Source: an optimization exercise on an open RTL-to-GDS flow (aim: small area, a short achievable clock period and few clock cycles). Production flows keep margins and buffers that such runs may drop.
Function was not checked in any run shown here: the RTL went through the layout flow alone.

<file path="flow/run.sh">
#!/bin/bash
# synth_recipe.tcl (not shown) runs the flow's synth.tcl, then flattens the netlist and writes it again
# the make line also repeats each setting of config.mk as NAME=value (left out here)
make -C /OpenROAD-flow-scripts/flow DESIGN_CONFIG=/design/flow/config.mk WORK_HOME=/design/flow/orfs CLKGATE_MAP_FILE= SYNTH_SCRIPT=/design/flow/synth_recipe.tcl finish
</file>
<file path="flow/config.mk">
export PLATFORM = sky130hd
export DESIGN_NAME = M2
export DESIGN_NICKNAME = M2
export VERILOG_FILES = /design/flow/design.v
export SDC_FILE = /design/flow/constraint.sdc
export NUM_CORES = 8
export LEC_CHECK = 0
export CAP_MARGIN = 20
export CORE_MARGIN = 2
export CORE_UTILIZATION = 40
export SLEW_MARGIN = 20
export SYNTH_MEMORY_MAX_BITS = 4096
</file>
<file path="flow/constraint.sdc">
create_clock -name core_clock -period 12.0 [get_ports {Clock_50}]
set_input_delay 2.4000 -clock core_clock [delete_from_list [all_inputs] [get_ports {Clock_50}]]
set_output_delay 2.4000 -clock core_clock [all_outputs]
set_load 0.01 [all_outputs]
</file>
<file path="flow/design.v">
typedef enum logic [4:0] {
	S_IDLE,
	S_UART_RX,
	S_M1,
	S_M2,
	S_M3
} top_state_type;
typedef enum logic [1:0] {
	S_RXC_IDLE,
	S_RXC_SYNC,
	S_RXC_ASSEMBLE_DATA,
	S_RXC_STOP_BIT
} RX_Controller_state_type;
typedef enum logic [2:0] {
	S_US_IDLE,
	S_US_STRIP_FILE_HEADER_1,
	S_US_STRIP_FILE_HEADER_2,
	S_US_START_FIRST_BYTE_RECEIVE,
	S_US_WRITE_FIRST_BYTE,
	S_US_START_SECOND_BYTE_RECEIVE,
	S_US_WRITE_SECOND_BYTE
} UART_SRAM_state_type;
typedef enum logic [3:0] {
	S_VS_WAIT_NEW_PIXEL_ROW,
	S_VS_NEW_PIXEL_ROW_DELAY_1,
	S_VS_NEW_PIXEL_ROW_DELAY_2,
	S_VS_NEW_PIXEL_ROW_DELAY_3,
	S_VS_NEW_PIXEL_ROW_DELAY_4,
	S_VS_NEW_PIXEL_ROW_DELAY_5,
	S_VS_FETCH_PIXEL_DATA_0,
	S_VS_FETCH_PIXEL_DATA_1,
	S_VS_FETCH_PIXEL_DATA_2,
	S_VS_FETCH_PIXEL_DATA_3
} VGA_SRAM_state_type;
typedef enum logic[6:0]{
    S_LEADIN_0,
    S_LEADIN_1,
    S_LEADIN_2,
    S_LEADIN_3,
    S_LEADIN_4,
    S_LEADIN_5,
    S_LEADIN_6,
    S_LEADIN_7,
    S_LEADIN_8,
    S_LEADIN_9,
    S_LEADIN_10,
    S_LEADIN_11,
    S_LEADIN_12,
    S_LEADIN_13,
    S_LEADIN_14,
    S_LEADIN_15,
    S_LEADIN_16,
    S_LEADIN_17,
    S_LEADIN_18,
    CC_0,
    CC_1,
    CC_2,
    CC_3,
    CC_4,
    CC_5,
    CC_6,
    S_LEADOUT_0,
    S_LEADOUT_1,
    S_LEADOUT_2,
    S_LEADOUT_3,
    S_LEADOUT_4,
    S_LEADOUT_5,
    S_LEADOUT_6,
    S_LEADOUT_7,
    S_LEADOUT_8,
    S_LEADOUT_9,
    S_LEADOUT_10,
    S_LEADOUT_11,
    S_LEADOUT_12,
    S_LEADOUT_13,
    S_LEADOUT_14,
    S_LEADOUT_15,
    S_LEADOUT_16,
    S_LEADOUT_17
} M1_state_type;
typedef enum logic[8:0]{
	S_IDLE_M2,
	 S_LEADIN_Fs_0,
    S_LEADIN_Fs_1,
    S_LEADIN_Fs_2,
    S_LEADIN_Fs_3,
    S_LEADIN_Fs_4,
    S_LEADIN_Fs_5,
    S_LEADIN_Fs_6,
    S_LEADIN_Fs_7,
    S_LEADIN_Fs_8,
    S_LEADIN_Fs_9,
    S_LEADIN_Fs_10,
    S_LEADIN_Fs_11,
    S_LEADIN_Fs_12,
    S_LEADIN_Fs_13,
    S_LEADIN_Fs_14,
    S_LEADIN_Fs_15,
    S_LEADIN_Fs_16,
    S_LEADIN_Fs_17,
    S_LEADIN_Fs_18,
	 S_LEADIN_CC_Fs,
    CC_Fs_0,
    CC_Fs_1,
    CC_Fs_2,
    CC_Fs_3,
    CC_Fs_4,
    CC_Fs_5,
    CC_Fs_6,
    S_LEADOUT_Fs_0,
    S_LEADOUT_Fs_1,
    S_LEADOUT_Fs_2,
    S_LEADOUT_Fs_3,
    S_LEADOUT_Fs_4,
    S_LEADOUT_Fs_5,
    S_LEADOUT_Fs_6,
    S_LEADOUT_Fs_7,
    S_LEADOUT_Fs_8,
    S_LEADOUT_Fs_9,
    S_LEADOUT_Fs_10,
    S_LEADOUT_Fs_11,
    S_LEADOUT_Fs_12,
    S_LEADOUT_Fs_13,
    S_LEADOUT_Fs_14,
    S_LEADOUT_Fs_15,
    S_LEADOUT_Fs_16,
    S_LEADOUT_Fs_17,
	 S_WS_CT_LI_WRITE_LAST_S,
	 S_LEADIN_CT_0_0,
	 S_LEADIN_CT_0,
    S_LEADIN_CT_1,
    S_LEADIN_CT_2,
    S_LEADIN_CT_3,
    S_LEADIN_CT_4,
    S_LEADIN_CT_5,
    S_LEADIN_CT_6,
    S_LEADIN_CT_7,
    S_LEADIN_CT_8,
    S_LEADIN_CT_9,
    S_LEADIN_CT_10,
    S_LEADIN_CT_11,
    S_LEADIN_CT_12,
    S_LEADIN_CT_13,
    S_LEADIN_CT_14,
    S_LEADIN_CT_15,
    S_LEADIN_CT_16,
    S_LEADIN_CT_17,
    S_LEADIN_CT_18,
    S_CC_CT_0,
    S_CC_CT_1,
    S_CC_CT_2,
    S_CC_CT_3,
    S_CC_CT_4,
    S_CC_CT_5,
    S_CC_CT_6,
	 S_CC_CT_7,
	 S_CC_CT_LO_0,
	 S_CC_CT_LO_1,
    S_LEADOUT_CT_0,
    S_LEADOUT_CT_1,
    S_LEADOUT_CT_2,
    S_LEADOUT_CT_3,
    S_LEADOUT_CT_4,
    S_LEADOUT_CT_5,
    S_LEADOUT_CT_6,
    S_LEADOUT_CT_7,
    S_LEADOUT_CT_8,
    S_LEADOUT_CT_9,
    S_LEADOUT_CT_10,
    S_LEADOUT_CT_11,
    S_LEADOUT_CT_12,
    S_LEADOUT_CT_13,
    S_LEADOUT_CT_14,
    S_LEADOUT_CT_15,
    S_LEADOUT_CT_16,
    S_LEADOUT_CT_17,
	 S_WS_CT_LI_hold,
	 S_CS_FS_LI_0,
	 S_CS_FS_LI_1,
	 S_CS_FS_LI_2,
	 S_CS_FS_LI_3,
	 S_CS_FS_LI_4,
	 S_CS_FS_LI_5,
	 S_CS_FS_LI_6,
	 S_CS_FS_LI_7,
	 S_CS_FS_LI_8,
	 S_CS_FS_CC_0,
	 S_CS_FS_CC_1,
	 S_CS_FS_CC_2,
	 S_CS_FS_CC_3,
	 S_CS_FS_CC_4,
	 S_CS_FS_CC_5,
	 S_CS_FS_CC_6,
	 S_CS_FS_CC_7,
	 S_CS_FS_LO_0,
	 S_CS_FS_LO_1,
	 S_CS_FS_LO_2,
	 S_WS_CT_LI_0,
	 S_WS_CT_LI_1,
	 S_WS_CT_LI_2,
	 S_WS_CT_LI_3,
	 S_WS_CT_LI_4,
	 S_WS_CT_LI_5,
	 S_WS_CT_LI_6,
	 S_WS_CT_LI_7,
	 S_WS_CT_LI_8,
	 S_WS_CT_LI_9,
	 S_WS_CT_CC_0,
	 S_WS_CT_CC_1,
	 S_WS_CT_CC_2,
	 S_WS_CT_CC_3,
	 S_WS_CT_CC_4,
	 S_WS_CT_CC_5,
	 S_WS_CT_CC_6,
	 S_WS_CT_CC_7,
	 S_WS_CT_CC_8,
	 S_WS_CT_LO_0,
	 S_LAST_WRITE_LI_0,
	 S_LAST_WRITE_LI_1,
	 S_LAST_WRITE_LI_2,
	 S_LAST_WRITE_LI_3,
	 S_LAST_WRITE_LO_0
} M2_state_type;
typedef enum logic[6:0]{
	S_IDLE_M3,
	S_THE_HUB,
   S_READ_16_BIT_1,
	S_READ_16_BIT_2,
	S_READ_16_BIT_3,
	S_READ_16_BIT_4,
	S_WRITE_WORD_2,
	S_WRITE_WORD_3,
	S_WRITE_WORD_4,
	S_00X,
	S_01X,
	S_100,
	S_101,
	S_110,
	S_111,
	S_ONE_DEL,
	S_READ_HEADER_0,
	S_READ_HEADER_1,
	S_READ_HEADER_2,
	S_READ_HEADER_3,
	S_READ_HEADER_4,
	S_DEQUANT
} M3_state_type;
parameter 
   VIEW_AREA_LEFT = 160,
   VIEW_AREA_RIGHT = 480,
   VIEW_AREA_TOP = 120,
   VIEW_AREA_BOTTOM = 360;
module dual_port_RAM_0 (
	input  logic        clock,
	input  logic        wren,
	input  logic [5:0]  waddr,
	input  logic [21:0] wdata,
	input  logic [5:0]  raddr,
	output logic [21:0] rdata
);
logic [21:0] mem [0:63];
always_ff @ (posedge clock) begin
	if (wren) mem[waddr] <= wdata;
end
assign rdata = mem[raddr];
endmodule
module row_pass (input logic clk, input logic [15:0] x, input logic [3:0] p0,
  output logic [29:0] ra0, ra1, ra2, ra3, rb0, rb1, rb2, rb3);
function automatic logic [59:0] csa(input logic [29:0] a, b, c);
  logic [29:0] s, cy; s = a ^ b ^ c; cy = ((a & b) | (a & c) | (b & c)) << 1; csa = {s, cy};
endfunction
logic [1:0] sel0; logic sg0; logic [29:0] k0;
always_ff @(posedge clk) case (p0)
  4'd0: begin sel0 <= 2'd0; sg0 <= 1'b0; k0 <= 30'd1005322242; end
  4'd1: begin sel0 <= 2'd0; sg0 <= 1'b1; k0 <= 30'd1005324250; end
  4'd3: begin sel0 <= 2'd0; sg0 <= 1'b1; k0 <= 30'd1005324250; end
  4'd4: begin sel0 <= 2'd1; sg0 <= 1'b0; k0 <= 30'd1001259010; end
  4'd6: begin sel0 <= 2'd0; sg0 <= 1'b1; k0 <= 30'd1005324250; end
  4'd7: begin sel0 <= 2'd1; sg0 <= 1'b1; k0 <= 30'd1001260902; end
  4'd9: begin sel0 <= 2'd2; sg0 <= 1'b0; k0 <= 30'd984350722; end
  4'd10: begin sel0 <= 2'd2; sg0 <= 1'b0; k0 <= 30'd984350722; end
  default: begin sel0 <= 2'd3; sg0 <= 1'b0; k0 <= 30'd0; end
endcase
logic [15:0] yu0; assign yu0 = (x ^ {16{sg0}}) ^ {1'b1, 15'd0};
logic [29:0] Y0; assign Y0 = 30'(yu0);
logic [29:0] r0 [0:5];
assign r0[0] = (sel0==2'd0 ? (Y0 << 11) : sel0==2'd1 ? (Y0 << 11) : sel0==2'd2 ? (Y0 << 11) : 30'd0);
assign r0[1] = (sel0==2'd0 ? (30'({~yu0, 5'h1f})) : sel0==2'd1 ? (30'({~yu0, 7'h7f})) : sel0==2'd2 ? (30'({~yu0, 9'h1ff})) : 30'd0);
assign r0[2] = (sel0==2'd0 ? (30'({~yu0, 3'h7})) : sel0==2'd1 ? (30'({~yu0, 5'h1f})) : sel0==2'd2 ? (30'({~yu0, 7'h7f})) : 30'd0);
assign r0[3] = (sel0==2'd0 ? 30'd0 : sel0==2'd1 ? (Y0 << 2) : sel0==2'd2 ? (Y0 << 5) : 30'd0);
assign r0[4] = (sel0==2'd0 ? 30'd0 : sel0==2'd1 ? 30'd0 : sel0==2'd2 ? (Y0 << 3) : 30'd0);
assign r0[5] = k0;
logic [29:0] t0_0s, t0_0c; assign {t0_0s, t0_0c} = csa(r0[0], r0[1], r0[2]);
logic [29:0] t0_1s, t0_1c; assign {t0_1s, t0_1c} = csa(r0[3], r0[4], r0[5]);
logic [29:0] t0_2s, t0_2c; assign {t0_2s, t0_2c} = csa(t0_0s, t0_0c, t0_1s);
logic [29:0] t0_3s, t0_3c; assign {t0_3s, t0_3c} = csa(t0_2s, t0_2c, t0_1c);
logic [29:0] ps0, pc0; always_ff @(posedge clk) begin ps0 <= t0_3s; pc0 <= t0_3c; end
logic [1:0] sel1; logic sg1; logic [29:0] k1;
always_ff @(posedge clk) case (p0)
  4'd0: begin sel1 <= 2'd0; sg1 <= 1'b0; k1 <= 30'd984285186; end
  4'd1: begin sel1 <= 2'd0; sg1 <= 1'b0; k1 <= 30'd984285186; end
  4'd3: begin sel1 <= 2'd0; sg1 <= 1'b0; k1 <= 30'd984285186; end
  4'd4: begin sel1 <= 2'd1; sg1 <= 1'b0; k1 <= 30'd1031241730; end
  4'd6: begin sel1 <= 2'd0; sg1 <= 1'b0; k1 <= 30'd984285186; end
  4'd7: begin sel1 <= 2'd1; sg1 <= 1'b1; k1 <= 30'd1031242513; end
  4'd9: begin sel1 <= 2'd2; sg1 <= 1'b0; k1 <= 30'd984350722; end
  4'd10: begin sel1 <= 2'd2; sg1 <= 1'b1; k1 <= 30'd984352170; end
  default: begin sel1 <= 2'd3; sg1 <= 1'b0; k1 <= 30'd0; end
endcase
logic [15:0] yu1; assign yu1 = (x ^ {16{sg1}}) ^ {1'b1, 15'd0};
logic [29:0] Y1; assign Y1 = 30'(yu1);
logic [29:0] r1 [0:6];
assign r1[0] = (sel1==2'd0 ? (Y1 << 11) : sel1==2'd1 ? (Y1 << 10) : sel1==2'd2 ? (Y1 << 11) : 30'd0);
assign r1[1] = (sel1==2'd0 ? (30'({~yu1, 9'h1ff})) : sel1==2'd1 ? (30'({~yu1, 8'hff})) : sel1==2'd2 ? (30'({~yu1, 9'h1ff})) : 30'd0);
assign r1[2] = (sel1==2'd0 ? (Y1 << 7) : sel1==2'd1 ? (Y1 << 4) : sel1==2'd2 ? (30'({~yu1, 7'h7f})) : 30'd0);
assign r1[3] = (sel1==2'd0 ? (Y1 << 5) : sel1==2'd1 ? ({14'd0, ~yu1}) : sel1==2'd2 ? (Y1 << 5) : 30'd0);
assign r1[4] = (sel1==2'd0 ? (Y1 << 3) : sel1==2'd1 ? 30'd0 : sel1==2'd2 ? (Y1 << 3) : 30'd0);
assign r1[5] = (sel1==2'd0 ? (30'({~yu1, 1'h1})) : sel1==2'd1 ? 30'd0 : sel1==2'd2 ? 30'd0 : 30'd0);
assign r1[6] = k1;
logic [29:0] t1_0s, t1_0c; assign {t1_0s, t1_0c} = csa(r1[0], r1[1], r1[2]);
logic [29:0] t1_1s, t1_1c; assign {t1_1s, t1_1c} = csa(r1[3], r1[4], r1[5]);
logic [29:0] t1_2s, t1_2c; assign {t1_2s, t1_2c} = csa(t1_0s, t1_0c, t1_1s);
logic [29:0] t1_3s, t1_3c; assign {t1_3s, t1_3c} = csa(t1_2s, t1_2c, t1_1c);
logic [29:0] t1_4s, t1_4c; assign {t1_4s, t1_4c} = csa(t1_3s, t1_3c, r1[6]);
logic [29:0] ps1, pc1; always_ff @(posedge clk) begin ps1 <= t1_4s; pc1 <= t1_4c; end
logic [1:0] sel2; logic sg2; logic [29:0] k2;
always_ff @(posedge clk) case (p0)
  4'd0: begin sel2 <= 2'd0; sg2 <= 1'b0; k2 <= 30'd1035436033; end
  4'd1: begin sel2 <= 2'd0; sg2 <= 1'b1; k2 <= 30'd1035437170; end
  4'd3: begin sel2 <= 2'd0; sg2 <= 1'b0; k2 <= 30'd1035436033; end
  4'd4: begin sel2 <= 2'd1; sg2 <= 1'b1; k2 <= 30'd1031242513; end
  4'd6: begin sel2 <= 2'd0; sg2 <= 1'b1; k2 <= 30'd1035437170; end
  4'd7: begin sel2 <= 2'd1; sg2 <= 1'b0; k2 <= 30'd1031241730; end
  4'd9: begin sel2 <= 2'd2; sg2 <= 1'b0; k2 <= 30'd984350722; end
  4'd10: begin sel2 <= 2'd2; sg2 <= 1'b1; k2 <= 30'd984352170; end
  default: begin sel2 <= 2'd3; sg2 <= 1'b0; k2 <= 30'd0; end
endcase
logic [15:0] yu2; assign yu2 = (x ^ {16{sg2}}) ^ {1'b1, 15'd0};
logic [29:0] Y2; assign Y2 = 30'(yu2);
logic [29:0] r2 [0:5];
assign r2[0] = (sel2==2'd0 ? (Y2 << 10) : sel2==2'd1 ? (Y2 << 10) : sel2==2'd2 ? (Y2 << 11) : 30'd0);
assign r2[1] = (sel2==2'd0 ? (Y2 << 7) : sel2==2'd1 ? (30'({~yu2, 8'hff})) : sel2==2'd2 ? (30'({~yu2, 9'h1ff})) : 30'd0);
assign r2[2] = (sel2==2'd0 ? (30'({~yu2, 4'hf})) : sel2==2'd1 ? (Y2 << 4) : sel2==2'd2 ? (30'({~yu2, 7'h7f})) : 30'd0);
assign r2[3] = (sel2==2'd0 ? (Y2 << 0) : sel2==2'd1 ? ({14'd0, ~yu2}) : sel2==2'd2 ? (Y2 << 5) : 30'd0);
assign r2[4] = (sel2==2'd0 ? 30'd0 : sel2==2'd1 ? 30'd0 : sel2==2'd2 ? (Y2 << 3) : 30'd0);
assign r2[5] = k2;
logic [29:0] t2_0s, t2_0c; assign {t2_0s, t2_0c} = csa(r2[0], r2[1], r2[2]);
logic [29:0] t2_1s, t2_1c; assign {t2_1s, t2_1c} = csa(r2[3], r2[4], r2[5]);
logic [29:0] t2_2s, t2_2c; assign {t2_2s, t2_2c} = csa(t2_0s, t2_0c, t2_1s);
logic [29:0] t2_3s, t2_3c; assign {t2_3s, t2_3c} = csa(t2_2s, t2_2c, t2_1c);
logic [29:0] ps2, pc2; always_ff @(posedge clk) begin ps2 <= t2_3s; pc2 <= t2_3c; end
logic [1:0] sel3; logic sg3; logic [29:0] k3;
always_ff @(posedge clk) case (p0)
  4'd0: begin sel3 <= 2'd0; sg3 <= 1'b0; k3 <= 30'd1052213250; end
  4'd1: begin sel3 <= 2'd0; sg3 <= 1'b1; k3 <= 30'd1052213649; end
  4'd3: begin sel3 <= 2'd0; sg3 <= 1'b0; k3 <= 30'd1052213250; end
  4'd4: begin sel3 <= 2'd1; sg3 <= 1'b1; k3 <= 30'd1001260902; end
  4'd6: begin sel3 <= 2'd0; sg3 <= 1'b0; k3 <= 30'd1052213250; end
  4'd7: begin sel3 <= 2'd1; sg3 <= 1'b0; k3 <= 30'd1001259010; end
  4'd9: begin sel3 <= 2'd2; sg3 <= 1'b0; k3 <= 30'd984350722; end
  4'd10: begin sel3 <= 2'd2; sg3 <= 1'b0; k3 <= 30'd984350722; end
  default: begin sel3 <= 2'd3; sg3 <= 1'b0; k3 <= 30'd0; end
endcase
logic [15:0] yu3; assign yu3 = (x ^ {16{sg3}}) ^ {1'b1, 15'd0};
logic [29:0] Y3; assign Y3 = 30'(yu3);
logic [29:0] r3 [0:5];
assign r3[0] = (sel3==2'd0 ? (Y3 << 9) : sel3==2'd1 ? (Y3 << 11) : sel3==2'd2 ? (Y3 << 11) : 30'd0);
assign r3[1] = (sel3==2'd0 ? (30'({~yu3, 7'h7f})) : sel3==2'd1 ? (30'({~yu3, 7'h7f})) : sel3==2'd2 ? (30'({~yu3, 9'h1ff})) : 30'd0);
assign r3[2] = (sel3==2'd0 ? (Y3 << 4) : sel3==2'd1 ? (30'({~yu3, 5'h1f})) : sel3==2'd2 ? (30'({~yu3, 7'h7f})) : 30'd0);
assign r3[3] = (sel3==2'd0 ? ({14'd0, ~yu3}) : sel3==2'd1 ? (Y3 << 2) : sel3==2'd2 ? (Y3 << 5) : 30'd0);
assign r3[4] = (sel3==2'd0 ? 30'd0 : sel3==2'd1 ? 30'd0 : sel3==2'd2 ? (Y3 << 3) : 30'd0);
assign r3[5] = k3;
logic [29:0] t3_0s, t3_0c; assign {t3_0s, t3_0c} = csa(r3[0], r3[1], r3[2]);
logic [29:0] t3_1s, t3_1c; assign {t3_1s, t3_1c} = csa(r3[3], r3[4], r3[5]);
logic [29:0] t3_2s, t3_2c; assign {t3_2s, t3_2c} = csa(t3_0s, t3_0c, t3_1s);
logic [29:0] t3_3s, t3_3c; assign {t3_3s, t3_3c} = csa(t3_2s, t3_2c, t3_1c);
logic [29:0] ps3, pc3; always_ff @(posedge clk) begin ps3 <= t3_3s; pc3 <= t3_3c; end
logic [3:0] p1; always_ff @(posedge clk) p1 <= p0;
logic nb, clr; always_ff @(posedge clk) begin clr <= (p1 == 4'd0); case (p1)
  4'd0: nb <= 1'b1;
  4'd1: nb <= 1'b1;
  4'd3: nb <= 1'b1;
  4'd4: nb <= 1'b0;
  4'd6: nb <= 1'b1;
  4'd7: nb <= 1'b0;
  4'd9: nb <= 1'b0;
  4'd10: nb <= 1'b0;
  default: nb <= 1'b0;
endcase end
logic [29:0] ra [0:3]; logic [29:0] rb [0:3];
logic [29:0] ua0p, ua0s, ua0c;
assign ua0p = clr ? 30'd0 : ra[2];
assign ua0s = ua0p ^ ps0 ^ pc0; assign ua0c = {((ua0p & ps0) | (ua0p & pc0) | (ps0 & pc0)), 1'b0};
always_ff @(posedge clk) ra[0] <= ua0s + ua0c;
logic [29:0] ub0p, ub0x, ub0y, ub0s, ub0c;
assign ub0p = clr ? 30'd0 : rb[2];
assign ub0x = ps0 ^ {30{nb}}; assign ub0y = pc0 ^ {30{nb}};
assign ub0s = ub0p ^ ub0x ^ ub0y; assign ub0c = {((ub0p & ub0x) | (ub0p & ub0y) | (ub0x & ub0y)), nb};
always_ff @(posedge clk) rb[0] <= ub0s + ub0c + 30'(nb);
logic [29:0] ua1p, ua1s, ua1c;
assign ua1p = clr ? 30'd0 : ra[0];
assign ua1s = ua1p ^ ps1 ^ pc1; assign ua1c = {((ua1p & ps1) | (ua1p & pc1) | (ps1 & pc1)), 1'b0};
always_ff @(posedge clk) ra[1] <= ua1s + ua1c;
logic [29:0] ub1p, ub1x, ub1y, ub1s, ub1c;
assign ub1p = clr ? 30'd0 : rb[0];
assign ub1x = ps1 ^ {30{nb}}; assign ub1y = pc1 ^ {30{nb}};
assign ub1s = ub1p ^ ub1x ^ ub1y; assign ub1c = {((ub1p & ub1x) | (ub1p & ub1y) | (ub1x & ub1y)), nb};
always_ff @(posedge clk) rb[1] <= ub1s + ub1c + 30'(nb);
logic [29:0] ua2p, ua2s, ua2c;
assign ua2p = clr ? 30'd0 : ra[3];
assign ua2s = ua2p ^ ps2 ^ pc2; assign ua2c = {((ua2p & ps2) | (ua2p & pc2) | (ps2 & pc2)), 1'b0};
always_ff @(posedge clk) ra[2] <= ua2s + ua2c;
logic [29:0] ub2p, ub2x, ub2y, ub2s, ub2c;
assign ub2p = clr ? 30'd0 : rb[3];
assign ub2x = ps2 ^ {30{nb}}; assign ub2y = pc2 ^ {30{nb}};
assign ub2s = ub2p ^ ub2x ^ ub2y; assign ub2c = {((ub2p & ub2x) | (ub2p & ub2y) | (ub2x & ub2y)), nb};
always_ff @(posedge clk) rb[2] <= ub2s + ub2c + 30'(nb);
logic [29:0] ua3p, ua3s, ua3c;
assign ua3p = clr ? 30'd0 : ra[1];
assign ua3s = ua3p ^ ps3 ^ pc3; assign ua3c = {((ua3p & ps3) | (ua3p & pc3) | (ps3 & pc3)), 1'b0};
always_ff @(posedge clk) ra[3] <= ua3s + ua3c;
logic [29:0] ub3p, ub3x, ub3y, ub3s, ub3c;
assign ub3p = clr ? 30'd0 : rb[1];
assign ub3x = ps3 ^ {30{nb}}; assign ub3y = pc3 ^ {30{nb}};
assign ub3s = ub3p ^ ub3x ^ ub3y; assign ub3c = {((ub3p & ub3x) | (ub3p & ub3y) | (ub3x & ub3y)), nb};
always_ff @(posedge clk) rb[3] <= ub3s + ub3c + 30'(nb);
assign ra0 = ra[0]; assign rb0 = rb[0];
assign ra1 = ra[1]; assign rb1 = rb[1];
assign ra2 = ra[2]; assign rb2 = rb[2];
assign ra3 = ra[3]; assign rb3 = rb[3];
endmodule
module col_pass (input logic clk, input logic [21:0] x, input logic [3:0] p0,
  output logic [31:0] ra0, ra1, ra2, ra3, rb0, rb1, rb2, rb3);
function automatic logic [63:0] csa(input logic [31:0] a, b, c);
  logic [31:0] s, cy; s = a ^ b ^ c; cy = ((a & b) | (a & c) | (b & c)) << 1; csa = {s, cy};
endfunction
logic [1:0] sel0; logic sg0; logic [31:0] k0;
always_ff @(posedge clk) case (p0)
  4'd0: begin sel0 <= 2'd0; sg0 <= 1'b0; k0 <= 32'd4211081218; end
  4'd1: begin sel0 <= 2'd0; sg0 <= 1'b1; k0 <= 32'd4211083226; end
  4'd3: begin sel0 <= 2'd0; sg0 <= 1'b1; k0 <= 32'd4211083226; end
  4'd4: begin sel0 <= 2'd1; sg0 <= 1'b0; k0 <= 32'd3951034370; end
  4'd6: begin sel0 <= 2'd0; sg0 <= 1'b1; k0 <= 32'd4211083226; end
  4'd7: begin sel0 <= 2'd1; sg0 <= 1'b1; k0 <= 32'd3951036262; end
  4'd9: begin sel0 <= 2'd2; sg0 <= 1'b0; k0 <= 32'd2868903938; end
  4'd10: begin sel0 <= 2'd2; sg0 <= 1'b0; k0 <= 32'd2868903938; end
  default: begin sel0 <= 2'd3; sg0 <= 1'b0; k0 <= 32'd0; end
endcase
logic [21:0] yu0; assign yu0 = (x ^ {22{sg0}}) ^ {1'b1, 21'd0};
logic [31:0] Y0; assign Y0 = 32'(yu0);
logic [31:0] r0 [0:5];
assign r0[0] = (sel0==2'd0 ? (Y0 << 11) : sel0==2'd1 ? (Y0 << 11) : sel0==2'd2 ? (Y0 << 11) : 32'd0);
assign r0[1] = (sel0==2'd0 ? (32'({~yu0, 5'h1f})) : sel0==2'd1 ? (32'({~yu0, 7'h7f})) : sel0==2'd2 ? (32'({~yu0, 9'h1ff})) : 32'd0);
assign r0[2] = (sel0==2'd0 ? (32'({~yu0, 3'h7})) : sel0==2'd1 ? (32'({~yu0, 5'h1f})) : sel0==2'd2 ? (32'({~yu0, 7'h7f})) : 32'd0);
assign r0[3] = (sel0==2'd0 ? 32'd0 : sel0==2'd1 ? (Y0 << 2) : sel0==2'd2 ? (Y0 << 5) : 32'd0);
assign r0[4] = (sel0==2'd0 ? 32'd0 : sel0==2'd1 ? 32'd0 : sel0==2'd2 ? (Y0 << 3) : 32'd0);
assign r0[5] = k0;
logic [31:0] t0_0s, t0_0c; assign {t0_0s, t0_0c} = csa(r0[0], r0[1], r0[2]);
logic [31:0] t0_1s, t0_1c; assign {t0_1s, t0_1c} = csa(r0[3], r0[4], r0[5]);
logic [31:0] t0_2s, t0_2c; assign {t0_2s, t0_2c} = csa(t0_0s, t0_0c, t0_1s);
logic [31:0] t0_3s, t0_3c; assign {t0_3s, t0_3c} = csa(t0_2s, t0_2c, t0_1c);
logic [31:0] ps0, pc0; always_ff @(posedge clk) begin ps0 <= t0_3s; pc0 <= t0_3c; end
logic [1:0] sel1; logic sg1; logic [31:0] k1;
always_ff @(posedge clk) case (p0)
  4'd0: begin sel1 <= 2'd0; sg1 <= 1'b0; k1 <= 32'd2864709634; end
  4'd1: begin sel1 <= 2'd0; sg1 <= 1'b0; k1 <= 32'd2864709634; end
  4'd3: begin sel1 <= 2'd0; sg1 <= 1'b0; k1 <= 32'd2864709634; end
  4'd4: begin sel1 <= 2'd1; sg1 <= 1'b0; k1 <= 32'd1574961154; end
  4'd6: begin sel1 <= 2'd0; sg1 <= 1'b0; k1 <= 32'd2864709634; end
  4'd7: begin sel1 <= 2'd1; sg1 <= 1'b1; k1 <= 32'd1574961937; end
  4'd9: begin sel1 <= 2'd2; sg1 <= 1'b0; k1 <= 32'd2868903938; end
  4'd10: begin sel1 <= 2'd2; sg1 <= 1'b1; k1 <= 32'd2868905386; end
  default: begin sel1 <= 2'd3; sg1 <= 1'b0; k1 <= 32'd0; end
endcase
logic [21:0] yu1; assign yu1 = (x ^ {22{sg1}}) ^ {1'b1, 21'd0};
logic [31:0] Y1; assign Y1 = 32'(yu1);
logic [31:0] r1 [0:6];
assign r1[0] = (sel1==2'd0 ? (Y1 << 11) : sel1==2'd1 ? (Y1 << 10) : sel1==2'd2 ? (Y1 << 11) : 32'd0);
assign r1[1] = (sel1==2'd0 ? (32'({~yu1, 9'h1ff})) : sel1==2'd1 ? (32'({~yu1, 8'hff})) : sel1==2'd2 ? (32'({~yu1, 9'h1ff})) : 32'd0);
assign r1[2] = (sel1==2'd0 ? (Y1 << 7) : sel1==2'd1 ? (Y1 << 4) : sel1==2'd2 ? (32'({~yu1, 7'h7f})) : 32'd0);
assign r1[3] = (sel1==2'd0 ? (Y1 << 5) : sel1==2'd1 ? ({10'd0, ~yu1}) : sel1==2'd2 ? (Y1 << 5) : 32'd0);
assign r1[4] = (sel1==2'd0 ? (Y1 << 3) : sel1==2'd1 ? 32'd0 : sel1==2'd2 ? (Y1 << 3) : 32'd0);
assign r1[5] = (sel1==2'd0 ? (32'({~yu1, 1'h1})) : sel1==2'd1 ? 32'd0 : sel1==2'd2 ? 32'd0 : 32'd0);
assign r1[6] = k1;
logic [31:0] t1_0s, t1_0c; assign {t1_0s, t1_0c} = csa(r1[0], r1[1], r1[2]);
logic [31:0] t1_1s, t1_1c; assign {t1_1s, t1_1c} = csa(r1[3], r1[4], r1[5]);
logic [31:0] t1_2s, t1_2c; assign {t1_2s, t1_2c} = csa(t1_0s, t1_0c, t1_1s);
logic [31:0] t1_3s, t1_3c; assign {t1_3s, t1_3c} = csa(t1_2s, t1_2c, t1_1c);
logic [31:0] t1_4s, t1_4c; assign {t1_4s, t1_4c} = csa(t1_3s, t1_3c, r1[6]);
logic [31:0] ps1, pc1; always_ff @(posedge clk) begin ps1 <= t1_4s; pc1 <= t1_4c; end
logic [1:0] sel2; logic sg2; logic [31:0] k2;
always_ff @(posedge clk) case (p0)
  4'd0: begin sel2 <= 2'd0; sg2 <= 1'b0; k2 <= 32'd1843396609; end
  4'd1: begin sel2 <= 2'd0; sg2 <= 1'b1; k2 <= 32'd1843397746; end
  4'd3: begin sel2 <= 2'd0; sg2 <= 1'b0; k2 <= 32'd1843396609; end
  4'd4: begin sel2 <= 2'd1; sg2 <= 1'b1; k2 <= 32'd1574961937; end
  4'd6: begin sel2 <= 2'd0; sg2 <= 1'b1; k2 <= 32'd1843397746; end
  4'd7: begin sel2 <= 2'd1; sg2 <= 1'b0; k2 <= 32'd1574961154; end
  4'd9: begin sel2 <= 2'd2; sg2 <= 1'b0; k2 <= 32'd2868903938; end
  4'd10: begin sel2 <= 2'd2; sg2 <= 1'b1; k2 <= 32'd2868905386; end
  default: begin sel2 <= 2'd3; sg2 <= 1'b0; k2 <= 32'd0; end
endcase
logic [21:0] yu2; assign yu2 = (x ^ {22{sg2}}) ^ {1'b1, 21'd0};
logic [31:0] Y2; assign Y2 = 32'(yu2);
logic [31:0] r2 [0:5];
assign r2[0] = (sel2==2'd0 ? (Y2 << 10) : sel2==2'd1 ? (Y2 << 10) : sel2==2'd2 ? (Y2 << 11) : 32'd0);
assign r2[1] = (sel2==2'd0 ? (Y2 << 7) : sel2==2'd1 ? (32'({~yu2, 8'hff})) : sel2==2'd2 ? (32'({~yu2, 9'h1ff})) : 32'd0);
assign r2[2] = (sel2==2'd0 ? (32'({~yu2, 4'hf})) : sel2==2'd1 ? (Y2 << 4) : sel2==2'd2 ? (32'({~yu2, 7'h7f})) : 32'd0);
assign r2[3] = (sel2==2'd0 ? (Y2 << 0) : sel2==2'd1 ? ({10'd0, ~yu2}) : sel2==2'd2 ? (Y2 << 5) : 32'd0);
assign r2[4] = (sel2==2'd0 ? 32'd0 : sel2==2'd1 ? 32'd0 : sel2==2'd2 ? (Y2 << 3) : 32'd0);
assign r2[5] = k2;
logic [31:0] t2_0s, t2_0c; assign {t2_0s, t2_0c} = csa(r2[0], r2[1], r2[2]);
logic [31:0] t2_1s, t2_1c; assign {t2_1s, t2_1c} = csa(r2[3], r2[4], r2[5]);
logic [31:0] t2_2s, t2_2c; assign {t2_2s, t2_2c} = csa(t2_0s, t2_0c, t2_1s);
logic [31:0] t2_3s, t2_3c; assign {t2_3s, t2_3c} = csa(t2_2s, t2_2c, t2_1c);
logic [31:0] ps2, pc2; always_ff @(posedge clk) begin ps2 <= t2_3s; pc2 <= t2_3c; end
logic [1:0] sel3; logic sg3; logic [31:0] k3;
always_ff @(posedge clk) case (p0)
  4'd0: begin sel3 <= 2'd0; sg3 <= 1'b0; k3 <= 32'd2917138434; end
  4'd1: begin sel3 <= 2'd0; sg3 <= 1'b1; k3 <= 32'd2917138833; end
  4'd3: begin sel3 <= 2'd0; sg3 <= 1'b0; k3 <= 32'd2917138434; end
  4'd4: begin sel3 <= 2'd1; sg3 <= 1'b1; k3 <= 32'd3951036262; end
  4'd6: begin sel3 <= 2'd0; sg3 <= 1'b0; k3 <= 32'd2917138434; end
  4'd7: begin sel3 <= 2'd1; sg3 <= 1'b0; k3 <= 32'd3951034370; end
  4'd9: begin sel3 <= 2'd2; sg3 <= 1'b0; k3 <= 32'd2868903938; end
  4'd10: begin sel3 <= 2'd2; sg3 <= 1'b0; k3 <= 32'd2868903938; end
  default: begin sel3 <= 2'd3; sg3 <= 1'b0; k3 <= 32'd0; end
endcase
logic [21:0] yu3; assign yu3 = (x ^ {22{sg3}}) ^ {1'b1, 21'd0};
logic [31:0] Y3; assign Y3 = 32'(yu3);
logic [31:0] r3 [0:5];
assign r3[0] = (sel3==2'd0 ? (Y3 << 9) : sel3==2'd1 ? (Y3 << 11) : sel3==2'd2 ? (Y3 << 11) : 32'd0);
assign r3[1] = (sel3==2'd0 ? (32'({~yu3, 7'h7f})) : sel3==2'd1 ? (32'({~yu3, 7'h7f})) : sel3==2'd2 ? (32'({~yu3, 9'h1ff})) : 32'd0);
assign r3[2] = (sel3==2'd0 ? (Y3 << 4) : sel3==2'd1 ? (32'({~yu3, 5'h1f})) : sel3==2'd2 ? (32'({~yu3, 7'h7f})) : 32'd0);
assign r3[3] = (sel3==2'd0 ? ({10'd0, ~yu3}) : sel3==2'd1 ? (Y3 << 2) : sel3==2'd2 ? (Y3 << 5) : 32'd0);
assign r3[4] = (sel3==2'd0 ? 32'd0 : sel3==2'd1 ? 32'd0 : sel3==2'd2 ? (Y3 << 3) : 32'd0);
assign r3[5] = k3;
logic [31:0] t3_0s, t3_0c; assign {t3_0s, t3_0c} = csa(r3[0], r3[1], r3[2]);
logic [31:0] t3_1s, t3_1c; assign {t3_1s, t3_1c} = csa(r3[3], r3[4], r3[5]);
logic [31:0] t3_2s, t3_2c; assign {t3_2s, t3_2c} = csa(t3_0s, t3_0c, t3_1s);
logic [31:0] t3_3s, t3_3c; assign {t3_3s, t3_3c} = csa(t3_2s, t3_2c, t3_1c);
logic [31:0] ps3, pc3; always_ff @(posedge clk) begin ps3 <= t3_3s; pc3 <= t3_3c; end
logic [3:0] p1; always_ff @(posedge clk) p1 <= p0;
logic nb, clr; always_ff @(posedge clk) begin clr <= (p1 == 4'd0); case (p1)
  4'd0: nb <= 1'b1;
  4'd1: nb <= 1'b1;
  4'd3: nb <= 1'b1;
  4'd4: nb <= 1'b0;
  4'd6: nb <= 1'b1;
  4'd7: nb <= 1'b0;
  4'd9: nb <= 1'b0;
  4'd10: nb <= 1'b0;
  default: nb <= 1'b0;
endcase end
logic [31:0] ra [0:3]; logic [31:0] rb [0:3];
logic [31:0] ua0p, ua0s, ua0c;
assign ua0p = clr ? 32'd0 : ra[2];
assign ua0s = ua0p ^ ps0 ^ pc0; assign ua0c = {((ua0p & ps0) | (ua0p & pc0) | (ps0 & pc0)), 1'b0};
always_ff @(posedge clk) ra[0] <= ua0s + ua0c;
logic [31:0] ub0p, ub0x, ub0y, ub0s, ub0c;
assign ub0p = clr ? 32'd0 : rb[2];
assign ub0x = ps0 ^ {32{nb}}; assign ub0y = pc0 ^ {32{nb}};
assign ub0s = ub0p ^ ub0x ^ ub0y; assign ub0c = {((ub0p & ub0x) | (ub0p & ub0y) | (ub0x & ub0y)), nb};
always_ff @(posedge clk) rb[0] <= ub0s + ub0c + 32'(nb);
logic [31:0] ua1p, ua1s, ua1c;
assign ua1p = clr ? 32'd0 : ra[0];
assign ua1s = ua1p ^ ps1 ^ pc1; assign ua1c = {((ua1p & ps1) | (ua1p & pc1) | (ps1 & pc1)), 1'b0};
always_ff @(posedge clk) ra[1] <= ua1s + ua1c;
logic [31:0] ub1p, ub1x, ub1y, ub1s, ub1c;
assign ub1p = clr ? 32'd0 : rb[0];
assign ub1x = ps1 ^ {32{nb}}; assign ub1y = pc1 ^ {32{nb}};
assign ub1s = ub1p ^ ub1x ^ ub1y; assign ub1c = {((ub1p & ub1x) | (ub1p & ub1y) | (ub1x & ub1y)), nb};
always_ff @(posedge clk) rb[1] <= ub1s + ub1c + 32'(nb);
logic [31:0] ua2p, ua2s, ua2c;
assign ua2p = clr ? 32'd0 : ra[3];
assign ua2s = ua2p ^ ps2 ^ pc2; assign ua2c = {((ua2p & ps2) | (ua2p & pc2) | (ps2 & pc2)), 1'b0};
always_ff @(posedge clk) ra[2] <= ua2s + ua2c;
logic [31:0] ub2p, ub2x, ub2y, ub2s, ub2c;
assign ub2p = clr ? 32'd0 : rb[3];
assign ub2x = ps2 ^ {32{nb}}; assign ub2y = pc2 ^ {32{nb}};
assign ub2s = ub2p ^ ub2x ^ ub2y; assign ub2c = {((ub2p & ub2x) | (ub2p & ub2y) | (ub2x & ub2y)), nb};
always_ff @(posedge clk) rb[2] <= ub2s + ub2c + 32'(nb);
logic [31:0] ua3p, ua3s, ua3c;
assign ua3p = clr ? 32'd0 : ra[1];
assign ua3s = ua3p ^ ps3 ^ pc3; assign ua3c = {((ua3p & ps3) | (ua3p & pc3) | (ps3 & pc3)), 1'b0};
always_ff @(posedge clk) ra[3] <= ua3s + ua3c;
logic [31:0] ub3p, ub3x, ub3y, ub3s, ub3c;
assign ub3p = clr ? 32'd0 : rb[1];
assign ub3x = ps3 ^ {32{nb}}; assign ub3y = pc3 ^ {32{nb}};
assign ub3s = ub3p ^ ub3x ^ ub3y; assign ub3c = {((ub3p & ub3x) | (ub3p & ub3y) | (ub3x & ub3y)), nb};
always_ff @(posedge clk) rb[3] <= ub3s + ub3c + 32'(nb);
assign ra0 = ra[0]; assign rb0 = rb[0];
assign ra1 = ra[1]; assign rb1 = rb[1];
assign ra2 = ra[2]; assign rb2 = rb[2];
assign ra3 = ra[3]; assign rb3 = rb[3];
endmodule
`timescale 1ns/100ps
`default_nettype none
module M2 (
	input  logic        Clock_50,
	input  logic        Resetn,
	input  logic [15:0] SRAM_read_data,
	input  logic        M2_start,
	output logic        SRAM_we_n,
	output logic        M2_done,
	output logic [15:0] SRAM_write_data,
	output logic [17:0] SRAM_address
);
function automatic logic [7:0] clip(input logic [31:0] s);
	clip = s[31] ? 8'd0 : (|s[30:24]) ? 8'd255 : s[23:16];
endfunction
function automatic logic [3:0] inc12(input logic [3:0] v);
	inc12 = (v == 4'd11) ? 4'd0 : v + 4'd1;
endfunction
function automatic logic [2:0] nof(input logic [3:0] p);
	case (p)
		4'd0: nof = 3'd1; 4'd1: nof = 3'd3; 4'd3: nof = 3'd5; 4'd4: nof = 3'd2;
		4'd6: nof = 3'd7; 4'd7: nof = 3'd6; 4'd9: nof = 3'd0; default: nof = 3'd4;
	endcase
endfunction
logic        run;
logic [3:0]  q;              
logic [3:0]  rp0;            
logic [3:0]  cp0;            
logic        rd_on;          
logic        q_rd;
assign q_rd = (q != 4'd2) && (q != 4'd5) && (q != 4'd8) && (q != 4'd11);
logic [14:0] rowb;
logic [2:0]  rk;
logic [5:0]  rbc;
logic [4:0]  rbr;
logic [1:0]  rpl;
logic        r_last_bc;
logic [14:0] rinc;
assign r_last_bc = (rpl == 2'd0) ? (rbc == 6'd39) : (rbc == 6'd19);
always_comb begin
	if (rk != 3'd7)      rinc = (rpl == 2'd0) ? 15'd40 : 15'd20;
	else if (!r_last_bc) rinc = (rpl == 2'd0) ? -15'sd279 : -15'sd139;
	else                 rinc = 15'd1;
end
logic [16:0] waddr;
logic [2:0]  wk;
logic [1:0]  wp;
logic [5:0]  wbc;
logic [4:0]  wbr;
logic [1:0]  wpl;
logic        w_last_bc;
logic [16:0] winc;
assign w_last_bc = (wpl == 2'd0) ? (wbc == 6'd39) : (wbc == 6'd19);
always_comb begin
	if (wk != 3'd7)                    winc = (wpl == 2'd0) ? 17'd160 : 17'd80;
	else if (wp != 2'd3 || !w_last_bc) winc = (wpl == 2'd0) ? -17'sd1119 : -17'sd559;
	else                               winc = 17'd1;
end
logic [15:0] wb [0:7];
logic [3:0]  wb_cnt;
logic        wslot;          
logic        do_write;
logic        last_write;
assign last_write = (wpl == 2'd2) && (wbr == 5'd29) && w_last_bc && (wp == 2'd3) && (wk == 3'd7);
assign do_write = wslot && (wb_cnt != 4'd0);
logic iss0, iss1, iss2, xv;
always_ff @(posedge Clock_50 or negedge Resetn) begin
	if (!Resetn) begin
		run <= 1'b0; rd_on <= 1'b1;
		q <= 4'd0; rp0 <= 4'd9; cp0 <= 4'd2; wslot <= 1'b0;
		rowb <= 15'd9600; rk <= 3'd0; rbc <= 6'd0; rbr <= 5'd0; rpl <= 2'd0;
		waddr <= 17'd0; wk <= 3'd0; wp <= 2'd0; wbc <= 6'd0; wbr <= 5'd0; wpl <= 2'd0;
		SRAM_address <= 18'd0; SRAM_we_n <= 1'b1; SRAM_write_data <= 16'd0;
		M2_done <= 1'b0;
		iss0 <= 1'b0; iss1 <= 1'b0; iss2 <= 1'b0; xv <= 1'b0;
	end else begin
		iss1 <= iss0; iss2 <= iss1; xv <= iss2;
		iss0 <= 1'b0;
		SRAM_we_n <= 1'b1;
		if (!run) begin
			if (M2_start && !M2_done) run <= 1'b1;
		end else begin
			q <= inc12(q); rp0 <= inc12(rp0); cp0 <= inc12(cp0);
			wslot <= (q == 4'd1) || (q == 4'd4) || (q == 4'd7) || (q == 4'd10);
			if (q_rd) begin
				if (rd_on) begin
					SRAM_address <= {rowb, nof(q)};
					iss0 <= 1'b1;
					if (q == 4'd10) begin
						rowb <= rowb + rinc;
						rk <= rk + 3'd1;
						if (rk == 3'd7) begin
							if (!r_last_bc) rbc <= rbc + 6'd1;
							else begin
								rbc <= 6'd0;
								if (rbr != 5'd29) rbr <= rbr + 5'd1;
								else begin
									rbr <= 5'd0;
									if (rpl == 2'd2) rd_on <= 1'b0;
									else rpl <= rpl + 2'd1;
								end
							end
						end
					end
				end
			end else if (wb_cnt != 4'd0) begin
				SRAM_address <= {1'b0, waddr};
				SRAM_we_n <= 1'b0;
				SRAM_write_data <= wb[0];
				waddr <= waddr + winc;
				wk <= wk + 3'd1;
				if (wk == 3'd7) begin
					wp <= wp + 2'd1;
					if (wp == 2'd3) begin
						if (!w_last_bc) wbc <= wbc + 6'd1;
						else begin
							wbc <= 6'd0;
							if (wbr != 5'd29) wbr <= wbr + 5'd1;
							else begin
								wbr <= 5'd0;
								wpl <= wpl + 2'd1;
							end
						end
					end
				end
				if (last_write) begin
					M2_done <= 1'b1;
					run <= 1'b0;
				end
			end
		end
	end
end
logic [15:0] xr;
always_ff @(posedge Clock_50) xr <= SRAM_read_data;
logic [29:0] rpa [0:3];
logic [29:0] rpb [0:3];
row_pass rpass (
	.clk(Clock_50), .x(xr), .p0(rp0),
	.ra0(rpa[0]), .ra1(rpa[1]), .ra2(rpa[2]), .ra3(rpa[3]),
	.rb0(rpb[0]), .rb1(rpb[1]), .rb2(rpb[2]), .rb3(rpb[3])
);
logic        row_v;          
logic        row_end;        
logic [2:0]  rp_k;
logic        rp_par;
logic [21:0] stg [0:7];
logic        tw_we;
logic [2:0]  tw_i, tw_k;
logic        tw_par;
logic [5:0]  tw_addr;
always_ff @(posedge Clock_50) begin
	if (row_end) begin
		stg[0] <= rpa[2][29:8];    
		stg[1] <= rpa[0][29:8];    
		stg[2] <= rpb[1][29:8];    
		stg[3] <= rpa[1][29:8];    
		stg[4] <= rpb[3][29:8];    
		stg[5] <= rpb[2][29:8];    
		stg[6] <= rpa[3][29:8];    
		stg[7] <= rpb[0][29:8];    
	end else begin
		for (int j = 0; j < 7; j++) stg[j] <= stg[j + 1];
	end
end
function automatic logic [2:0] mof(input logic [2:0] i);
	case (i)
		3'd0: mof = 3'd1; 3'd1: mof = 3'd3; 3'd2: mof = 3'd5; 3'd3: mof = 3'd2;
		3'd4: mof = 3'd7; 3'd5: mof = 3'd6; 3'd6: mof = 3'd0; default: mof = 3'd4;
	endcase
endfunction
logic        cp_on, cp_pend, cp_par, cp_pend_par;
logic [2:0]  cp_m;
logic        cp_on_n, cp_par_n;
logic [2:0]  cp_m_n, cp_n_n;
logic [5:0]  cp_addr;
logic        cv1, col_done, col_odd;
logic [2:0]  cm1;
always_comb begin
	cp_on_n = cp_on; cp_m_n = cp_m; cp_par_n = cp_par;
	if (run && cp0 == 4'd11) begin
		if (cp_pend) begin
			cp_on_n = 1'b1; cp_m_n = 3'd0; cp_par_n = cp_pend_par;
		end else if (cp_on) begin
			cp_m_n = cp_m + 3'd1;
			if (cp_m == 3'd7) cp_on_n = 1'b0;
		end
	end
	cp_n_n = nof(run ? inc12(cp0) : cp0);
end
always_ff @(posedge Clock_50 or negedge Resetn) begin
	if (!Resetn) begin
		row_v <= 1'b0; row_end <= 1'b0; rp_k <= 3'd0; rp_par <= 1'b0;
		tw_we <= 1'b0; tw_i <= 3'd0; tw_k <= 3'd0; tw_par <= 1'b0; tw_addr <= 6'd0;
		cp_on <= 1'b0; cp_pend <= 1'b0; cp_par <= 1'b0; cp_pend_par <= 1'b0; cp_m <= 3'd0;
		cp_addr <= 6'd0;
		cv1 <= 1'b0; cm1 <= 3'd0; col_done <= 1'b0; col_odd <= 1'b0;
	end else begin
		if (run && q == 4'd10) row_v <= rd_on;
		row_end <= run && (q == 4'd3) && row_v;
		if (row_end) begin
			rp_k <= rp_k + 3'd1;
			if (rp_k == 3'd7) rp_par <= ~rp_par;
			tw_we <= 1'b1; tw_i <= 3'd0; tw_k <= rp_k; tw_par <= rp_par;
			tw_addr <= rp_par ? {mof(3'd0), rp_k} : {rp_k, mof(3'd0)};
		end else if (tw_we) begin
			tw_i <= tw_i + 3'd1;
			if (tw_i == 3'd7) tw_we <= 1'b0;
			tw_addr <= tw_par ? {mof(tw_i + 3'd1), tw_k} : {tw_k, mof(tw_i + 3'd1)};
		end
		if (row_end && rp_k == 3'd7) begin
			cp_pend <= 1'b1; cp_pend_par <= rp_par;
		end else if (run && cp0 == 4'd11) cp_pend <= 1'b0;
		cp_on <= cp_on_n; cp_m <= cp_m_n; cp_par <= cp_par_n;
		cp_addr <= cp_par_n ? {cp_m_n, cp_n_n} : {cp_n_n, cp_m_n};
		cv1 <= cp_on; cm1 <= cp_m;
		col_done <= (q == 4'd10) && cv1;
		col_odd <= cm1[0];
	end
end
logic [21:0] tb_rdata;
dual_port_RAM_0 tbuf (
	.clock(Clock_50), .wren(tw_we), .waddr(tw_addr), .wdata(stg[0]),
	.raddr(cp_addr), .rdata(tb_rdata)
);
logic [21:0] cx;
always_ff @(posedge Clock_50) cx <= tb_rdata;
logic [31:0] cpa [0:3];
logic [31:0] cpb [0:3];
col_pass cpass (
	.clk(Clock_50), .x(cx), .p0(cp0),
	.ra0(cpa[0]), .ra1(cpa[1]), .ra2(cpa[2]), .ra3(cpa[3]),
	.rb0(cpb[0]), .rb1(cpb[1]), .rb2(cpb[2]), .rb3(cpb[3])
);
logic [7:0] ev [0:7];
always_ff @(posedge Clock_50) begin
	if (col_done && !col_odd) begin
		for (int c = 0; c < 4; c++) begin
			ev[3 - c] <= clip(cpa[c]);
			ev[4 + c] <= clip(cpb[c]);
		end
	end
	if (col_done && col_odd) begin
		for (int c = 0; c < 4; c++) begin
			wb[3 - c] <= {ev[3 - c], clip(cpa[c])};
			wb[4 + c] <= {ev[4 + c], clip(cpb[c])};
		end
	end else if (do_write) begin
		for (int j = 0; j < 7; j++) wb[j] <= wb[j + 1];
	end
end
always_ff @(posedge Clock_50 or negedge Resetn) begin
	if (!Resetn) wb_cnt <= 4'd0;
	else if (col_done && col_odd) wb_cnt <= 4'd8;
	else if (do_write) wb_cnt <= wb_cnt - 4'd1;
end
endmodule
</file>
==> impl_metrics.py, run 1 <==
metrics = {
    "outcome": {
        "status": "no timing/DRC/antenna violations",
    },
    "drt": {
        "wl_um": 476000,
        "dr.pass1.iters": 6,
        "vias_per_cell": 5.29,
        "via_count": 109000,
        "ant_nets": 0,
        "post-route-drc-count": 0,
        "initialDrtViolationCount": 10300,
        "wl_per_cell_um": 23.2,
    },
    "placed_design": {
        "gp_congestion": 0.954,
        "port_buffers": 54,
        "hpwl_um": 343000,
    },
    "floorplan": {
        "dieArea_um2": 431000,
        "row_count": 239,
        "start_util": 0.402,
        "io_pins": 55,
        "core_um2": 424000,
        "die_height_um": 656,
        "die_w_um": 656,
    },
    "global_route": {
        "grt_pass1_vias": 110000,
        "grt_busiest_layer": "met2",
        "grt-ovfl-total": 0,
        "met3_usage": 0.0272,
        "grt_usage": 0.218,
        "grt_pass1_wl_um": 707000,
        "use_met1": 0.292,
        "antenna_found_initial": 29,
        "met2_usage": 0.364,
        "grt_max_degree": 216,
    },
    "min_path": {
        "min_from": "rpass.p1[0]$_DFF_P_",
        "hold_path_class": "register to register",
        "min_to": "rpass.clr$_DFF_P_",
        "whs_path_depth": 1,
    },
    "clock_tree": {
        "clk_pin_slew_ns": 0.08,
        "ctsHoldBuffers": 0,
        "cts_sinks": 2999,
        "cts_resized": 0,
        "clockRootBuffer": "clkbuf_16",
        "clkLatencyLatePin_ns": 0.99,
        "cts_inserted_buffers": 337,
        "h-tree-depth": 5,
        "cts_setup_buffers": 0,
        "cts_buffer_depth": 4,
        "cts_tree": "done",
    },
    "worst_setup_path": {
        "crit_family": "compound AO/OA/AOI/OAI gates",
        "cp_slowest_cell": "buf_4",
        "required_ns": 12.92,
        "path_max_fanout": 59,
        "timing.rr.start": "rpass.nb$_SDFF_PP0_",
        "reg2regPathDepth": 16,
        "crit_buf_inv": 4,
        "end_kind": "register",
        "r2r-end": "rpass.rb[1][29]$_DFF_P_",
        "critPathMaxStageDelay_ns": 0.81,
        "crit_type": "register to register",
        "worstPathArrival_ns": 7.32,
        "r2r_slack_ns": 5.60,
        "crit_top_cell": "a21oi_1",
        "crit_start": "rpass.nb$_SDFF_PP0_",
        "path_cells": "buf_4 > buf_16 > buf_4 > xnor2_1 > fa_1 > inv_1 > ha_1 > a21oi_1 > a21oi_1 > o21a_1 > o31ai_1 > a31oi_1 > a221oi_1 > o2111ai_1 > a21oi_1 > xnor2_1",
        "cp-start-kind": "register",
    },
    "layout": {
        "synthToLayoutAreaGrowth_pct": 11.3,
        "drive_above_1_share": 0.108,
        "fin_util": 0.447,
        "fin_nets": 16500,
    },
    "synth": {
        "synth_top_family_by_area": "adder cells",
        "synth_area_um2": 170000,
        "synth_fa_ha_area_frac": 0.186,
        "synth_compound_area_frac": 0.0847,
        "synth_seq_cells": 2999,
        "synth_edf_count": 1622,
        "postSynthCellCount": 14600,
        "synth-simple-area-share": 0.0791,
        "synth_ff_type": "edfxtp_1",
        "async_flop_share": 0.0527,
        "ys_types": 105,
        "synth-seq-area-share": 0.453,
        "synth_area_per_cell_um2": 11.7,
        "synthMuxAreaShare": 0.0740,
        "synthXorXnorAreaFrac": 0.0640,
        "ys_warn_count": 26,
    },
    "timing": {
        "setup_tns_ns": 0,
        "rsz0062_at_grt": "no",
        "min_period_ns": 6.40,
        "finalCritPeriodShare": 0.534,
        "clock.fmax_mhz": 156,
        "hold_viol": 0,
        "tightest_slew_ns": 1.31,
        "slew_headroom": 0.130,
        "fin_worst_skew_ns": 0.0760,
        "final-setup-viol-count": 0,
        "drv_slew": 0,
        "holdWs_ns": 0.394,
    },
    "flow_run": {
        "maxCapViolCount": 0,
    },
}
[layout make-up]
cell class | instances | area [um2]
antenna | 5 | 12.5
clock buffer | 442 | 9350
clock inverter | 182 | 2430
fill | 39000 | 234000
inverter | 2068 | 7760
multi-input combinational | 8909 | 83500
sequential | 2999 | 77200
tap | 5663 | 7090
timing repair buffer | 261 | 2180
[metal layers]
metal / vias up / routed length [um]
li1: 49400 / -
met1: 54600 / 201000
met2: 3822 / 226000
met3: 853 / 29800
met4: 10 / 19100
met5: - / 69
[worst reg2reg max path, delay by kind of cell (launching register included)]
kind	cells	cell delay (ns)
AOI/OAI and AO/OA	8	2.76
adders and majority gates	2	0.90
buffers and inverters	4	1.72
xor gates and xnor gates	2	0.45
DFF	1	0.56
[cell usage after synthesis, drive strengths merged (60+ instances only)]
cell / count / area (um2)
dfrtp: 149 / 3730
o31ai: 92 / 691
mux2: 159 / 1790
and3: 60 / 377
inv: 2062 / 7740
xor2: 387 / 3390
nor2b: 203 / 1270
nand2: 878 / 3310
a22oi: 98 / 736
buf: 132 / 519
nor3: 89 / 445
edfxtp: 1622 / 48700
o21bai: 65 / 488
a211oi: 62 / 470
o21a: 86 / 646
dfxtp: 1219 / 24400
a21o: 222 / 1670
nand2b: 445 / 2780
ha: 799 / 10000
o22ai: 119 / 744
a221oi: 77 / 674
mux4: 462 / 10400
nor2: 836 / 3140
clkbuf: 460 / 1730
fa: 1081 / 21600
o21ai: 469 / 2350
xnor2: 858 / 7510
nand3: 138 / 691
a21oi: 620 / 3120
[logic make-up (layout without fill, tap and decap cells)]
family | count (synthesis) | count (layout)
simple gates | 2864 | 2864
xor+xnor | 1245 | 1245
flops | 2999 | 2999
mux | 662 | 662
other cells | 2 | 11
fa+ha+maj | 1891 | 1891
compound gates | 2241 | 2241
buf+inv | 2660 | 2953
[registers in the layout, summed over array words and instances (netlist names), 26 cells and up]
signal     flops
cpass.pc0     29
cpass.pc1     31
cpass.pc2     30
cpass.pc3     30
cpass.ps0     31
cpass.ps1     32
cpass.ps2     32
cpass.ps3     32
cpass.ra     128
cpass.rb     128
ev            64
rpass.pc1     28
rpass.pc2     27
rpass.pc3     27
rpass.ps0     26
rpass.ps1     29
rpass.ps2     28
rpass.ps3     28
rpass.ra     120
rpass.rb     120
stg          176
tbuf.mem    1408
wb           128
[through the flow]
| step | area (um2) | cells | worst slack (ns) |
|---|---|---|---|
| 4_1_cts | 189000 | 20500 | 5.53 |
| 5_1_grt | 189000 | 20500 | 5.35 |
| 2_1_floorplan | 170000 | 14600 | 7.34 |
| 6_report | 189000 | 20500 | 5.60 |
| 3_5_place_dp | 178000 | 19900 | 5.49 |
| 3_3_place_gp | 178000 | 19900 | 5.56 |
[how the worst max path moves through the flow]
stage	to	slack, ns	cells after the start
6_report	rpass.rb[1][29]$_DFF_P_	5.60	16
5_1_grt	rpass.rb[1][29]$_DFF_P_	5.35	16
4_1_cts	rpass.rb[1][29]$_DFF_P_	5.53	15
3_5_place_dp	rpass.rb[1][29]$_DFF_P_	5.49	15
3_3_place_gp	rpass.rb[3][24]$_DFF_P_	5.56	17
2_1_floorplan	rpass.rb[2][15]$_DFF_P_	7.34	17
[cells in the final DEF (no fill, tap or decap), types with 45 or more instances in the layout]
cell / n
a211oi_1: 61
a21o_1: 220
a21oi_1: 614
a221oi_1: 76
a22oi_1: 98
a31oi_1: 56
and3_1: 59
buf_4: 201
clkbuf_1: 63
clkbuf_16: 347
clkdlybuf4s50_1: 53
clkinv_2: 53
dfrtp_1: 142
dfxtp_1: 1186
edfxtp_1: 1622
fa_1: 1081
ha_1: 795
inv_1: 2060
mux2_2: 159
mux4_2: 462
nand2_1: 869
nand2b_1: 445
nand3_1: 138
nor2_1: 767
nor2_2: 66
nor2b_1: 201
nor3_1: 87
o21a_1: 86
o21ai_0: 448
o21bai_1: 65
o22ai_1: 119
o31ai_1: 92
or2_2: 45
xnor2_1: 858
xor2_1: 387
==> inputs of run 2 (changes only) <==
--- a/flow/config.mk
+++ b/flow/config.mk
@@ -5,8 +5,10 @@
 export SDC_FILE = /design/flow/constraint.sdc
 export NUM_CORES = 8
 export LEC_CHECK = 0
+export ABC_CLOCK_PERIOD_IN_PS = 4000
 export CAP_MARGIN = 20
 export CORE_MARGIN = 2
 export CORE_UTILIZATION = 40
+export SETUP_SLACK_MARGIN = 5
 export SLEW_MARGIN = 20
 export SYNTH_MEMORY_MAX_BITS = 4096
==> impl_metrics.py, run 2 <==
metrics = {
    "layout": {
        "fin_cells": 20500,
        "drive_above_1_share": 0.108,
        "multi_input_area_um2": 83500,
        "seq_area_um2": 77200,
        "top_register": "tbuf.mem",
        "synthToLayoutAreaGrowth_pct": 11.3,
        "final_common_cell": "inv_1",
        "fin_nets": 16500,
        "fill_cells": 39000,
        "reg.largest.list": "tbuf.mem: 1408 flops, stg: 176 flops",
        "layout_common_cells": "2060 x inv_1, 1622 x edfxtp_1, 1186 x dfxtp_1",
        "largest_reg_flops": 1408,
    },
    "worst_setup_path": {
        "end_kind": "register",
        "r2r-end": "rpass.rb[1][29]$_DFF_P_",
        "path_max_fanout": 59,
        "r2r_slack_ns": 5.60,
        "timing.rr.start": "rpass.nb$_SDFF_PP0_",
        "crit_type": "register to register",
        "reg2regPathDepth": 16,
        "cp-start-kind": "register",
        "worstPathArrival_ns": 7.32,
        "required_ns": 12.92,
    },
    "min_path": {
        "min_to": "rpass.clr$_DFF_P_",
        "min_from": "rpass.p1[0]$_DFF_P_",
        "whs_path_depth": 1,
        "hold_path_class": "register to register",
    },
    "drt": {
        "via_count": 109000,
        "ant_nets": 0,
        "initialDrtViolationCount": 10300,
        "vias_per_cell": 5.29,
        "dr.pass1.iters": 6,
        "post-route-drc-count": 0,
        "wl_per_cell_um": 23.2,
        "wl_um": 476000,
    },
    "clock_tree": {
        "clk_pin_slew_ns": 0.08,
        "h-tree-depth": 5,
        "cts_sinks": 2999,
        "ctsHoldBuffers": 0,
        "cts_setup_buffers": 0,
        "cts_buffer_depth": 4,
        "cts_resized": 0,
        "cts_inserted_buffers": 337,
        "clkLatencyLatePin_ns": 0.99,
        "cts_tree": "done",
        "clockRootBuffer": "clkbuf_16",
    },
    "synth": {
        "synth_edf_count": 1622,
        "synth_ff_type": "edfxtp_1",
        "yosysTopAreaCell": "edfxtp_1",
        "synth.area.top_cells": "edfxtp_1 29%, dfxtp_1 14%, fa_1 13%, mux4_2 6.1%, ha_1 5.9%",
        "synth_area_um2": 170000,
        "ys_warn_count": 26,
        "synth_area_per_cell_um2": 11.7,
        "synth_seq_cells": 2999,
        "postSynthCellCount": 14600,
        "synth-seq-area-share": 0.453,
        "yosys-top-cells-count": "2061 x inv_1, 1622 x edfxtp_1, 1219 x dfxtp_1",
        "synth_top_area_share": 0.286,
        "ys_types": 105,
        "synth.most_common_cell": "inv_1",
        "async_flop_share": 0.0527,
    },
    "placed_design": {
        "gp_congestion": 0.954,
        "hpwl_um": 343000,
        "dp_cells": 19900,
        "dp_slack_ns": 5.49,
        "port_buffers": 54,
    },
    "timing": {
        "slew_headroom": 0.130,
        "fin_worst_skew_ns": 0.0760,
        "clock.fmax_mhz": 156,
        "final-setup-viol-count": 0,
        "min_period_ns": 6.40,
        "worst_slack_ns": 5.60,
        "hold_viol": 0,
        "drv_slew": 0,
        "holdWs_ns": 0.394,
        "setup_tns_ns": 0,
        "tightest_slew_ns": 1.31,
        "rsz0062_at_grt": "no",
        "finalCritPeriodShare": 0.534,
    },
    "global_route": {
        "grt_pass1_vias": 110000,
        "grt_max_degree": 216,
        "grt_pass1_wl_um": 707000,
        "antenna_found_initial": 29,
        "grt-ovfl-total": 0,
        "grt_usage": 0.218,
    },
    "floorplan": {
        "io_pins": 55,
        "die_w_um": 656,
        "core_um2": 424000,
        "die_height_um": 656,
        "dieArea_um2": 431000,
        "start_util": 0.402,
        "row_count": 239,
    },
    "flow_run": {
        "maxCapViolCount": 0,
    },
    "outcome": {
        "status": "no timing/DRC/antenna violations",
    },
}
-- run 2: cell counts after synthesis --
No cell type changed its count.
-- run 2: cells by family after synthesis --
| logic type | share of synthesized area |
|---|---|
| AOI/OAI and AO/OA | 0.0847 |
| xor gates and xnor gates | 0.0640 |
| adders and majority gates | 0.186 |
| buffers and inverters | 0.0588 |
| DFF | 0.453 |
| muxes | 0.0740 |
| other | 0.0000441 |
| and+or+nand+nor | 0.0791 |
-- run 2: layout make-up --
class                   count  area share
diodes                      5   0.0000660
clock buffers             442      0.0494
clock inverters           182      0.0128
inverters                2068      0.0410
multi-input cells        8909       0.441
flip-flops and latches   2999       0.407
well taps                5663      0.0374
repair buffers            261      0.0115
-- run 2: stage by stage --
stage / util / cell area, um2
after floorplan: - / 170000
after global placement: 0.419 / 178000
after detailed placement: 0.419 / 178000
after CTS: 0.447 / 189000
after global routing: 0.447 / 189000
final: 0.447 / 189000
-- run 2: worst max path at each step --
stage                              startpoint                      end  slack, ns  cells after the start
after floorplan           rpass.nb$_SDFF_PP0_  rpass.rb[2][15]$_DFF_P_       7.34                     17
after global placement    rpass.nb$_SDFF_PP0_  rpass.rb[3][24]$_DFF_P_       5.56                     17
after detailed placement  rpass.nb$_SDFF_PP0_  rpass.rb[1][29]$_DFF_P_       5.49                     15
after CTS                 rpass.nb$_SDFF_PP0_  rpass.rb[1][29]$_DFF_P_       5.53                     15
after global routing      rpass.nb$_SDFF_PP0_  rpass.rb[1][29]$_DFF_P_       5.35                     16
final                     rpass.nb$_SDFF_PP0_  rpass.rb[1][29]$_DFF_P_       5.60                     16
-- run 2: worst max-delay path: stages, from the launching register on --
cell       delay [ns]
dfxtp_4          0.56
buf_4            0.45
buf_16           0.31
buf_4            0.81
xnor2_1          0.22
fa_1             0.57
inv_1            0.04
ha_1             0.32
a21oi_1          0.23
a21oi_1          0.13
o21a_1           0.27
o31ai_1          0.60
a31oi_1          0.44
a221oi_1         0.66
o2111ai_1        0.21
a21oi_1          0.21
xnor2_1          0.13
-- run 2: layer usage --
metal / wire (um) / vias up / part of all wire / global-route usage
li1: - / 49400 / - / -
met3: 29800 / 853 / 0.063 / 0.0272
met5: 69 / - / 0.00015 / 0
met2: 226000 / 3822 / 0.48 / 0.364
met4: 19100 / 10 / 0.040 / 0.0781
met1: 201000 / 54600 / 0.42 / 0.292

## what the ideal ports hide
No port has a modelled driver above. Below, the same layouts with a new extraction and two added sets of constraints. Step 1 sets driving cells, clkbuf_16 on the clock port and buf_2 on the other inputs (assumed; they add their load-dependent delay and slew). Step 2 moves the port delays by t, midway between the first and last clock arrival at a register: inputs arrive t later, outputs are due t later. That takes back most of the time a late clock gives input paths. Three values: no drivers, after step 1, after step 2; two values: the first two.
| run | shift t [ns] | setup slack, ns | hold WS [ns] | slew at the worst register clock pin (ns) | worst data-port slew with drivers (ns) |
|---|---|---|---|---|---|
| run 1 | 1.061 | 5.598 / 5.598 / 5.598 | 0.394 / 0.394 / 0.394 | 0.08 / 0.08 | 0.06 |
| run 2 | 1.061 | 5.598 / 5.598 / 5.598 | 0.394 / 0.394 / 0.394 | 0.08 / 0.08 | 0.06 |
After both steps every run listed still meets setup and hold.
